Context: an optimization exercise on an open-source flow, tuned for small area, a short achievable clock period and few clock cycles. The choices shown serve that exercise and are no tape-out recipe.
Where RTL was checked, it was by simulation tests only, not by an equivalence proof against the original.

==> wip/violet <==
==> flow/design.v (excerpt) <==
module MyDesign (
  input  wire        dut_run,
  output reg         dut_busy,
  input  wire        reset_b,
  input  wire        clk,
  output wire        input_sram_write_enable,
  output wire [11:0] input_sram_write_addresss,
  output wire [15:0] input_sram_write_data,
  output reg  [11:0] input_sram_read_address,
  input  wire [15:0] input_sram_read_data,
  output reg         output_sram_write_enable,
  output reg  [11:0] output_sram_write_addresss,
  output reg  [15:0] output_sram_write_data,
  output wire [11:0] output_sram_read_address,
  input  wire [15:0] output_sram_read_data,
  output wire        scratchpad_sram_write_enable,
  output wire [11:0] scratchpad_sram_write_addresss,
  output wire [15:0] scratchpad_sram_write_data,
  output wire [11:0] scratchpad_sram_read_address,
  input  wire [15:0] scratchpad_sram_read_data,
  output wire        weights_sram_write_enable,
  output wire [11:0] weights_sram_write_addresss,
  output wire [15:0] weights_sram_write_data,
  output wire [11:0] weights_sram_read_address,
  input  wire [15:0] weights_sram_read_data
);
==> flow/config.mk <==
export PLATFORM = sky130hd
export DESIGN_NAME = MyDesign
export DESIGN_NICKNAME = MyDesign
export VERILOG_FILES = /design/flow/design.v
export SDC_FILE = /design/flow/constraint.sdc
export NUM_CORES = 4
export LEC_CHECK = 0
export CAP_MARGIN = 20
export CORE_MARGIN = 2
export CORE_UTILIZATION = 40
export CTS_BUF_LIST = sky130_fd_sc_hd__clkbuf_8
export PLACE_DENSITY = 0.6
export SETUP_SLACK_MARGIN = 4.5
export SLEW_MARGIN = 20
==> flow/constraint.sdc <==
create_clock -name core_clock -period 8.5 [get_ports {clk}]
set_input_delay 1.7000 -clock core_clock [delete_from_list [all_inputs] [get_ports {clk}]]
set_output_delay 1.7000 -clock core_clock [all_outputs]
set_load 0.01 [all_outputs]
run.sh (not shown) runs the stock make flow with config.mk's settings and CLKGATE_MAP_FILE= SYNTH_SCRIPT=/design/flow/synth_recipe.tcl, a recipe that flattens the netlist after the stock synthesis.
==> wip/sierra (differences from wip/violet) <==
CTS_BUF_LIST = sky130_fd_sc_hd__clkbuf_4   (was sky130_fd_sc_hd__clkbuf_8)
==> notes.md <==
In wip/violet the count of clock-buffer cells in the layout is lower than in wip/sierra, by 92. Of wip/sierra and wip/violet, wip/violet has the higher utilization (gap 0.11 points). Against wip/violet, the non-clock buffer count of wip/sierra is lower by 8. Register-to-register slack is about the same in wip/violet and wip/sierra. In die area, wip/sierra and wip/violet do not differ. Against wip/sierra, the critical path depth of wip/violet is lower by 1. Synthesized cell count is the same in wip/sierra and wip/violet. Between wip/sierra and wip/violet, the lower final area is in wip/sierra (gap about 0.24%, measured against wip/violet). Of wip/sierra and wip/violet, wip/sierra has the higher routed wire length (gap about 0.9%, measured against wip/violet).
==> figures <==
Net count reported at finish: wip/violet 3398; wip/sierra 3443
Smallest hold slack: wip/violet 0.3027 ns; wip/sierra 0.3182 ns
Fraction of area in non-clock buffers: wip/violet 0.04148; wip/sierra 0.03993
Via count of the first global-routing pass: wip/violet 21693; wip/sierra 22182
Clock network latency to the later pin of the worst-skew pair: wip/violet 0.70 ns; wip/sierra 1.00 ns
Run status: wip/violet finished clean; wip/sierra finished clean
Share of final layout cell area taken by clock buffers and inverters: wip/violet 0.05196; wip/sierra 0.05047
CTS Root Cell: wip/violet sky130_fd_sc_hd__clkbuf_8; wip/sierra sky130_fd_sc_hd__clkbuf_4
Routed via count divided by cell count: wip/violet 5.117; wip/sierra 5.092
TritonCTS Buffers: wip/violet 85; wip/sierra 138
Clock period minus worst slack: wip/violet 3.949 ns; wip/sierra 3.956 ns
Total area of sequential cells: wip/violet 0.01230 mm^2; wip/sierra 0.01230 mm^2
Worst-path fanout max: wip/violet 3; wip/sierra 2
Multi-input combinational area share: wip/violet 0.5015; wip/sierra 0.5037
DR vias: wip/violet 20589; wip/sierra 20929
Clock input transition at the sequential cells of the worst setup and hold paths: wip/violet 0.06 ns; wip/sierra 0.08 ns
Endpoint of the worst-slack reg-to-reg timing path: wip/violet cs2_1[9]$_DFF_P_; wip/sierra cs1_1[10]$_DFF_P_
Highest Clock Rate: wip/violet 253.2 MHz; wip/sierra 252.8 MHz
Post-route design area: wip/violet 0.03641 mm^2; wip/sierra 0.03632 mm^2
Required time of the critical path: wip/violet 9.05 ns; wip/sierra 9.29 ns
R2r startpoint: wip/violet k6[0]$_DFFE_PP_; wip/sierra k3[9]$_DFFE_PP_
No run of this note included a check of the RTL's function; only the layout flow was run.


==> run D <==
MyDesign, a different RTL version from the one above (not shown whole).
clock: 8.5 ns
lec_check: 0
cap_margin: 20
core_margin: 2
core_utilization: 40
cts_cluster_diameter: 60
cts_cluster_size: 30
place_density: 0.6
setup_slack_margin: 5.0
slew_margin: 20
==> run B: changes against run D <==
--- a/flow/design.v
+++ b/flow/design.v
@@ -38,31 +38,29 @@
   localparam [3:0] S_IDLE = 4'd0, S_R0S = 4'd1, S_BUB = 4'd2, S_MS = 4'd3,
                    S_P0 = 4'd4, S_P1 = 4'd5, S_P2 = 4'd6, S_P3 = 4'd7,
                    S_END = 4'd9;
   reg [3:0]  sl;           
   reg [11:0] colptr;       
   reg [11:0] sb;           
   reg [6:0]  nreg;         
   reg        endflag;      
-  reg        fm;           
   reg [6:0]  w3m1;         
   reg [4:0]  wd;           
   reg [4:0]  prd;          
   reg i_n, i_c, i_l;
   reg a_n;
   reg p0, p1, p2, p3, p4, p5, p6, p7;
   reg l0, l1, l2, l3, l4, l5, l6, l7;
   reg [2:0]  wcnt;
   reg        half, wlast;
   wire [5:0] wv = nreg[6:1];
   reg  lastcol;            
   reg  laststrip;          
   wire [15:0] din = input_sram_read_data;
-  wire empty = (sl == S_BUB) && endflag && fm;    
   reg  [1:0] xsel, ysel;    
   reg        cin;
   reg [11:0] xop, yop;
   always @(*) begin
     case (xsel)
       2'd0: xop = colptr;
       2'd1: xop = sb;
       default: xop = input_sram_read_address;
@@ -96,18 +94,17 @@
             dut_busy <= 1'b1;
           end
         end
         S_R0S: begin
           sl <= S_BUB;
           xsel <= 2'd1; ysel <= 2'd1; cin <= 1'b0;              
         end
         S_BUB: begin
-          if (empty) begin sl <= S_IDLE; dut_busy <= 1'b0; end   
-          else if (endflag) sl <= S_END;
+          if (endflag) sl <= S_END;
           else sl <= S_MS;
           xsel <= 2'd0; ysel <= 2'd2; cin <= 1'b0;              
         end
         S_MS: begin
           sl <= S_P0;
           xsel <= 2'd0; ysel <= 2'd0; cin <= 1'b1;              
         end
         S_P0: begin
@@ -145,23 +142,18 @@
   end
   always @(posedge clk) begin
     l0 <= i_l;
     case (sl)
       S_IDLE: begin
         input_sram_read_address <= dut_run ? 12'd1 : 12'd0;
         colptr <= 12'd1;
         sb <= 12'd1;
-        fm <= 1'b1;
       end
       S_R0S: ;
-      S_BUB: begin
-        input_sram_read_address <= empty ? 12'd0 : anext;
-        fm <= 1'b0;
-      end
       S_END: input_sram_read_address <= 12'd0;
       default: input_sram_read_address <= anext;
     endcase
     case (sl)
       S_BUB: begin
         colptr <= sb; wd <= wv - 6'd1; prd <= wv - 6'd2;
         lastcol <= 1'b0; laststrip <= (wv == 6'd2);
       end
@@ -208,17 +200,17 @@
       assign rl[3 * gi]     = wl[2 * gi] ^ l0;
       assign rl[3 * gi + 1] = (wl[2 * gi + 1] & ~wl[2 * gi] & ~l0) | (~wl[2 * gi + 1] & wl[2 * gi] & l0);
       assign rl[3 * gi + 2] = wl[2 * gi + 1];
     end
   endgenerate
   assign weights_sram_read_address = {9'd0, wcnt};
   always @(posedge clk) begin
     if (sl == S_IDLE) wcnt <= dut_run ? 3'd1 : 3'd0;
-    else if (sl == S_END || empty) wcnt <= 3'd0;
+    else if (sl == S_END) wcnt <= 3'd0;
     else if (wcnt != 3'd7) wcnt <= wcnt + 3'd1;
     if (sl != S_IDLE) begin
       case (wcnt)
         3'd1: begin k0 <= rh; k1 <= rl; end
         3'd2: begin k2 <= rh; k3 <= rl; end
         3'd3: begin k4 <= rh; k5 <= rl; end
         3'd4: begin k6 <= rh; k7 <= rl; end
         3'd5: begin k8 <= rh; end
==> flow/config.mk (replaced) <==
export PLATFORM = sky130hd
export DESIGN_NAME = MyDesign
export DESIGN_NICKNAME = MyDesign
export VERILOG_FILES = /design/flow/design.v
export SDC_FILE = /design/flow/constraint.sdc
export NUM_CORES = 4
export LEC_CHECK = 0
export CAP_MARGIN = 20
export CORE_MARGIN = 2
export CORE_UTILIZATION = 40
export PLACE_DENSITY = 0.6
export SETUP_SLACK_MARGIN = 4.75
export SLEW_MARGIN = 20
==> run P: changes against run D <==
--- a/flow/design.v
+++ b/flow/design.v
@@ -38,31 +38,29 @@
   localparam [3:0] S_IDLE = 4'd0, S_R0S = 4'd1, S_BUB = 4'd2, S_MS = 4'd3,
                    S_P0 = 4'd4, S_P1 = 4'd5, S_P2 = 4'd6, S_P3 = 4'd7,
                    S_END = 4'd9;
   reg [3:0]  sl;           
   reg [11:0] colptr;       
   reg [11:0] sb;           
   reg [6:0]  nreg;         
   reg        endflag;      
-  reg        fm;           
   reg [6:0]  w3m1;         
   reg [4:0]  wd;           
   reg [4:0]  prd;          
   reg i_n, i_c, i_l;
   reg a_n;
   reg p0, p1, p2, p3, p4, p5, p6, p7;
   reg l0, l1, l2, l3, l4, l5, l6, l7;
   reg [2:0]  wcnt;
   reg        half, wlast;
   wire [5:0] wv = nreg[6:1];
   reg  lastcol;            
   reg  laststrip;          
   wire [15:0] din = input_sram_read_data;
-  wire empty = (sl == S_BUB) && endflag && fm;    
   reg  [1:0] xsel, ysel;    
   reg        cin;
   reg [11:0] xop, yop;
   always @(*) begin
     case (xsel)
       2'd0: xop = colptr;
       2'd1: xop = sb;
       default: xop = input_sram_read_address;
@@ -96,18 +94,17 @@
             dut_busy <= 1'b1;
           end
         end
         S_R0S: begin
           sl <= S_BUB;
           xsel <= 2'd1; ysel <= 2'd1; cin <= 1'b0;              
         end
         S_BUB: begin
-          if (empty) begin sl <= S_IDLE; dut_busy <= 1'b0; end   
-          else if (endflag) sl <= S_END;
+          if (endflag) sl <= S_END;
           else sl <= S_MS;
           xsel <= 2'd0; ysel <= 2'd2; cin <= 1'b0;              
         end
         S_MS: begin
           sl <= S_P0;
           xsel <= 2'd0; ysel <= 2'd0; cin <= 1'b1;              
         end
         S_P0: begin
@@ -145,23 +142,18 @@
   end
   always @(posedge clk) begin
     l0 <= i_l;
     case (sl)
       S_IDLE: begin
         input_sram_read_address <= dut_run ? 12'd1 : 12'd0;
         colptr <= 12'd1;
         sb <= 12'd1;
-        fm <= 1'b1;
       end
       S_R0S: ;
-      S_BUB: begin
-        input_sram_read_address <= empty ? 12'd0 : anext;
-        fm <= 1'b0;
-      end
       S_END: input_sram_read_address <= 12'd0;
       default: input_sram_read_address <= anext;
     endcase
     case (sl)
       S_BUB: begin
         colptr <= sb; wd <= wv - 6'd1; prd <= wv - 6'd2;
         lastcol <= 1'b0; laststrip <= (wv == 6'd2);
       end
@@ -208,17 +200,17 @@
       assign rl[3 * gi]     = wl[2 * gi] ^ l0;
       assign rl[3 * gi + 1] = (wl[2 * gi + 1] & ~wl[2 * gi] & ~l0) | (~wl[2 * gi + 1] & wl[2 * gi] & l0);
       assign rl[3 * gi + 2] = wl[2 * gi + 1];
     end
   endgenerate
   assign weights_sram_read_address = {9'd0, wcnt};
   always @(posedge clk) begin
     if (sl == S_IDLE) wcnt <= dut_run ? 3'd1 : 3'd0;
-    else if (sl == S_END || empty) wcnt <= 3'd0;
+    else if (sl == S_END) wcnt <= 3'd0;
     else if (wcnt != 3'd7) wcnt <= wcnt + 3'd1;
     if (sl != S_IDLE) begin
       case (wcnt)
         3'd1: begin k0 <= rh; k1 <= rl; end
         3'd2: begin k2 <= rh; k3 <= rl; end
         3'd3: begin k4 <= rh; k5 <= rl; end
         3'd4: begin k6 <= rh; k7 <= rl; end
         3'd5: begin k8 <= rh; end
==> flow/config.mk (replaced) <==
export PLATFORM = sky130hd
export DESIGN_NAME = MyDesign
export DESIGN_NICKNAME = MyDesign
export VERILOG_FILES = /design/flow/design.v
export SDC_FILE = /design/flow/constraint.sdc
export NUM_CORES = 4
export LEC_CHECK = 0
export CAP_MARGIN = 20
export CORE_MARGIN = 2
export CORE_UTILIZATION = 40
export PLACE_DENSITY = 0.6
export SETUP_SLACK_MARGIN = 5.0
export SLEW_MARGIN = 20
==> comparison table <==
Post-route met1 wirelength: run P 36,600 um; run B 35,800 um; run D 35,300 um
Number of antenna violations at the first check in global routing: run P 5; run B 6; run D 3
Sequential element share of the synthesized area: run P 0.394; run B 0.394; run D 0.395
Area fraction of the dominant cell type after synthesis: run P 0.232; run B 0.232; run D 0.232
Final cell utilization of the core: run P 0.470; run B 0.446; run D 0.452
Synthesized netlist cell count: run P 2,978; run B 2,978; run D 2,956
Die height: run P 296 um; run B 296 um; run D 296 um
Slowest cell on crit path: run P fa_2; run B fa_1; run D fa_2
Proportion of layout cells with a drive suffix above 1: run P 0.211; run B 0.101; run D 0.164
Overall track demand over capacity in global routing: run P 0.191; run B 0.185; run D 0.189
Area growth from synthesis to layout: run P 16.7%; run B 10.8%; run D 12.4%
Global routing met2 resource utilization: run P 0.319; run B 0.302; run D 0.321
Status: run P no timing/DRC/antenna violations; run B no timing/DRC/antenna violations; run D no timing/DRC/antenna violations
Unrepaired setup endpoints after global routing: run P true; run B false; run D true
Testbench counts of run D, summed over its fixed seeds: cycles 100,730.
Testbench counts of run B, summed over its fixed seeds: cycles 100,730.
Testbench counts of run P, summed over its fixed seeds: cycles 100,730.


==> inputs of job 8133 <==
Starting RTL as in the previous note.
Settings: LEC_CHECK=0, CAP_MARGIN=20, CORE_MARGIN=2, CORE_UTILIZATION=50, CTS_CLUSTER_DIAMETER=60, CTS_CLUSTER_SIZE=30, PLACE_DENSITY=0.7, SETUP_SLACK_MARGIN=4.9, SLEW_MARGIN=20; clock period 8.5 ns.
==> job 6998 (differences from job 8133) <==
--- a/flow/design.v
+++ b/flow/design.v
@@ -41,11 +41,10 @@
   reg [3:0]  sl;           
   reg [11:0] colptr;       
   reg [11:0] sb;           
   reg [6:0]  nreg;         
   reg        endflag;      
-  reg        fm;           
   reg [6:0]  w3m1;         
   reg [4:0]  wd;           
   reg [4:0]  prd;          
   reg i_n, i_c, i_l;
   reg a_n;
@@ -55,11 +54,10 @@
   reg        half, wlast;
   wire [5:0] wv = nreg[6:1];
   reg  lastcol;            
   reg  laststrip;          
   wire [15:0] din = input_sram_read_data;
-  wire empty = (sl == S_BUB) && endflag && fm;    
   reg  [1:0] xsel, ysel;    
   reg        cin;
   reg [11:0] xop, yop;
   always @(*) begin
     case (xsel)
@@ -99,12 +97,11 @@
         S_R0S: begin
           sl <= S_BUB;
           xsel <= 2'd1; ysel <= 2'd1; cin <= 1'b0;              
         end
         S_BUB: begin
-          if (empty) begin sl <= S_IDLE; dut_busy <= 1'b0; end   
-          else if (endflag) sl <= S_END;
+          if (endflag) sl <= S_END;
           else sl <= S_MS;
           xsel <= 2'd0; ysel <= 2'd2; cin <= 1'b0;              
         end
         S_MS: begin
           sl <= S_P0;
@@ -148,17 +145,12 @@
     case (sl)
       S_IDLE: begin
         input_sram_read_address <= dut_run ? 12'd1 : 12'd0;
         colptr <= 12'd1;
         sb <= 12'd1;
-        fm <= 1'b1;
       end
       S_R0S: ;
-      S_BUB: begin
-        input_sram_read_address <= empty ? 12'd0 : anext;
-        fm <= 1'b0;
-      end
       S_END: input_sram_read_address <= 12'd0;
       default: input_sram_read_address <= anext;
     endcase
     case (sl)
       S_BUB: begin
@@ -211,11 +203,11 @@
     end
   endgenerate
   assign weights_sram_read_address = {9'd0, wcnt};
   always @(posedge clk) begin
     if (sl == S_IDLE) wcnt <= dut_run ? 3'd1 : 3'd0;
-    else if (sl == S_END || empty) wcnt <= 3'd0;
+    else if (sl == S_END) wcnt <= 3'd0;
     else if (wcnt != 3'd7) wcnt <= wcnt + 3'd1;
     if (sl != S_IDLE) begin
       case (wcnt)
         3'd1: begin k0 <= rh; k1 <= rl; end
         3'd2: begin k2 <= rh; k3 <= rl; end
- CORE_UTILIZATION: 50 -> 40
- PLACE_DENSITY: 0.7 -> 0.6
- SETUP_SLACK_MARGIN: 4.9 -> 4.6
==> notes.md <==
Job 6998 passed the timing, DRC and antenna checks. Job 8133 completed without violations. Of job 6998 and job 8133, job 8133 has the higher first-iteration DRC count (gap about 15%, measured against job 8133). Against job 8133, the count of clock-buffer cells in the layout of job 6998 is higher by 8. Of job 8133 and job 6998, job 8133 has the higher sequential cell count (gap 1). Between job 8133 and job 6998, the lower critical path depth is in job 8133 (gap 1). Between job 8133 and job 6998, the lower utilization is in job 6998 (gap 13 points).
==> figures <==
| quantity | job 6998 | job 8133 |
|---|---|---|
| Global-route met1 utilization | 25.6% | 30.1% |
| Detailed placer's ending HPWL | 63,100 um | 64,200 um |
| Number of gates resized after CTS | 1 | 51 |
| CP Depth | 9 | 8 |
| Starting utilization of the core area | 40.3% | 50.7% |
| Fraction of area in multi-input gates | 49.7% | 49.3% |
| Die Footprint | 0.0878 mm^2 | 0.0704 mm^2 |
| Number of antenna repair diodes | 1 | 0 |
| Layout-to-synthesis area ratio | 1.080x | 1.114x |
| Mean routed wirelength per cell | 19.5 um | 21.2 um |
| Result of the run | no timing/DRC/antenna violations | no timing/DRC/antenna violations |
Testbench counts of job 8133, summed over its fixed seeds: cycles 100,730.
Testbench counts of job 6998, summed over its fixed seeds: cycles 100,730.

port drivers added, routing unchanged:
Ports are ideal in the flow. The routed layouts listed here were re-timed in OpenROAD. Step 1, drivers: a clkbuf_16 drives clk and a buf_2 each remaining input, both assumed. Step 2 also shifts input and output timing later by t, the mid clock arrival at the registers, as if the neighbouring blocks saw the same clock. a / b / c = ideal / step 1 / step 2; a / b = the first two.
| run | t (ns) | setup WS [ns] | worst setup path after step 2 | clock arrival spread, ns | worst register clock-pin slew, ns |
|---|---|---|---|---|---|
| wip/violet | 0.732 | 4.551 / 4.551 / 4.551 | register to register | 0.065 / 0.065 | 0.07 / 0.07 |
| wip/sierra | 1.014 | 4.544 / 4.544 / 4.544 | register to register | 0.085 / 0.085 | 0.08 / 0.08 |
| run D | 0.676 | 4.925 / 4.925 / 4.423 | input to register | 0.063 / 0.063 | 0.11 / 0.11 |
| run B | 0.707 | 4.828 / 4.828 / 4.318 | input to register | 0.066 / 0.066 | 0.07 / 0.07 |
| run P | 0.716 | 4.913 / 4.913 / 4.564 | input to register | 0.067 / 0.067 | 0.08 / 0.08 |
| job 8133 | 0.656 | 4.817 / 4.817 / 4.597 | input to register | 0.066 / 0.065 | 0.11 / 0.11 |
| job 6998 | 0.680 | 4.740 / 4.740 / 4.370 | input to register | 0.068 / 0.068 | 0.11 / 0.11 |
After both steps every run listed still meets setup and hold. For run B, which loses most, drivers alone change the setup slack by 0.000 ns; drivers and shift together by -0.510 ns.
